Context: an optimization exercise on an open-source flow, tuned for small area, a short achievable clock period and few clock cycles per item. The choices shown serve that exercise and are no tape-out recipe.
The RTL was checked by simulation tests, not by an equivalence proof against the original design.

run X:
## mod_mul64_module
module mod_mul64_module
#(
    parameter A_WIDTH = 64,
    parameter B_WIDTH = 64,
    parameter N_WIDTH = 64
)
(
    input clk,
    input rst,
    input start,
    input [A_WIDTH-1:0] A,
    input [B_WIDTH-1:0] B,
    input [N_WIDTH-1:0] N,
    output [N_WIDTH-1:0] P,
    output done
);
For scale: ~1600 cells after synthesis, about 270 flip-flops, roughly 260 I/O pins, ~17000 µm² of cells after synthesis.
export LEC_CHECK = 0
export CAP_MARGIN = 20
export CORE_MARGIN = 2
export CORE_UTILIZATION = 40
export CTS_BUF_LIST = sky130_fd_sc_hd__clkbuf_4 sky130_fd_sc_hd__clkbuf_8
export SETUP_SLACK_MARGIN = 3.0
export SLEW_MARGIN = 20
export BUFFER_PORTS_ARGS = -buffer_cell sky130_fd_sc_hd__buf_1
export CTS_ARGS = -sink_clustering_enable -repair_clock_nets -dont_use_dummy_load -sink_clustering_size 14 -sink_clustering_max_diameter 70 -buf_list {sky130_fd_sc_hd__clkbuf_4 sky130_fd_sc_hd__clkbuf_8}
create_clock -name core_clock -period 6.0 [get_ports {clk}]
standard.sh (not shown) runs the stock make flow with config.mk's settings and CLKGATE_MAP_FILE= SYNTH_SCRIPT=/design/flow/synth_recipe.tcl, a recipe that flattens the netlist after the stock synthesis.
==> flow/flow/run.sh <==
#!/bin/bash
# The standard layout (the standard.sh) with two changes:
#  - plain buf_1 cells as the port buffers instead of clkdlybuf4s50_1;
#  - clock tree synthesis without dummy loads (same arguments as the
#    standard flow otherwise).
# The make output goes to standard.log; ORFS keeps each step's log under
# orfs/logs.
set -e
cat >> config.mk <<'CFG'
export BUFFER_PORTS_ARGS = -buffer_cell sky130_fd_sc_hd__buf_1
export CTS_ARGS = -sink_clustering_enable -repair_clock_nets -dont_use_dummy_load -sink_clustering_size 14 -sink_clustering_max_diameter 70 -buf_list {sky130_fd_sc_hd__clkbuf_4 sky130_fd_sc_hd__clkbuf_8}
CFG
bash standard.sh > standard.log 2>&1
Having completed the whole flow, run X delivered a layout that passed the timing, DRC and antenna checks.
Testbench counts of run X, summed over its fixed seeds: cycles 14,291, ops 192.
The inputs of run A differ from those of run X as listed below.
--- a/flow/design.v
+++ b/flow/design.v
@@ -87,17 +87,27 @@
     wire nq_a2 = !gem1;
     wire u4_first = (state == NORM);
     wire [7:0] u4_n = u4_first ? {2'b11, ~n_next[63:58]} :
                       ({8{nq_a1}} & {3'b000, n_reg[63:59]})
                     | ({8{nq_a2}} & {2'b00, n_reg[63:58]})
                     | ({8{nq_s1}} & {3'b111, ~n_reg[63:59]})
                     | ({8{nq_s2}} & {2'b11, ~n_reg[63:58]});
-    reg c_zero;      
-    always @(posedge clk)
-        c_zero <= ~|c2;
+    reg [8:0] cz_grp;
+    always @(posedge clk) begin
+        cz_grp[0] <= ~|c2[7:0];
+        cz_grp[1] <= ~|c2[15:8];
+        cz_grp[2] <= ~|c2[23:16];
+        cz_grp[3] <= ~|c2[31:24];
+        cz_grp[4] <= ~|c2[39:32];
+        cz_grp[5] <= ~|c2[47:40];
+        cz_grp[6] <= ~|c2[55:48];
+        cz_grp[7] <= ~|c2[63:56];
+        cz_grp[8] <= ~|c2[W-1:64];
+    end
+    wire c_zero = &cz_grp;
     wire fin = (state == CONV) && !cadd && c_zero;
     wire done_now = fin && !S[W-1] && (sc == 6'd0);
     wire [6:0] cnt_3 = cnt + 7'd3;
     wire b_n3 = !cnt_3[6] & B[~cnt_3[5:0]];
     wire last = (cnt == {1'b0, sc} + 7'd63);
     wire [63:0] n_next = (state == IDLE) ? N :
                          (state == NORM && !n_reg[63]) ? {n_reg[62:0], 1'b0} : n_reg;
Findings:
What run A reported for maximum frequency has to be multiplied by 0.931 to get the figure for run X. Per the comparison of run A with run X, number of cells after detailed placement now larger, sequential share of layout area now smaller, inverter count now smaller, worst setup margin now larger. Looking at final worst clock skew, run A sits 0.059 ns lower than run X does. Critical path depth on run A is down relative to run X. In run A, the number of cells in the finished layout apart from fillers came out 59 above the value in run X.
Testbench counts of run A, summed over its fixed seeds: cycles 14,291, ops 192.

==> static timing again, ports no longer ideal <==
The flow's constraints put no driver on any port. The routed layouts listed below were extracted and timed again, unchanged, in two steps. Step 1 sets driving cells, clkbuf_16 on the clock port and buf_2 on the other inputs (assumed; they add their load-dependent delay and slew). Step 2 adds t to the input delays and takes it off the output delays; t is the mean of the earliest and latest rising clock arrival at the registers after step 1. Input paths then give back, and output paths get back, about the clock's delay inside the block. Slacks: ideal ports / drivers / drivers and shift; pairs: ideal ports / drivers.
| run | t, ns | setup WS [ns] | worst setup path after step 2 | slew at the worst register clock pin (ns) | cell pins on the clock port's net |
|---|---|---|---|---|---|
| run X | 0.630 | 2.536 / 2.536 / 2.536 | register to register | 0.10 / 0.10 | 1 |
| run A | 0.638 | 2.775 / 2.775 / 2.775 | register to register | 0.10 / 0.10 | 1 |
After both steps every run listed still meets setup and hold.
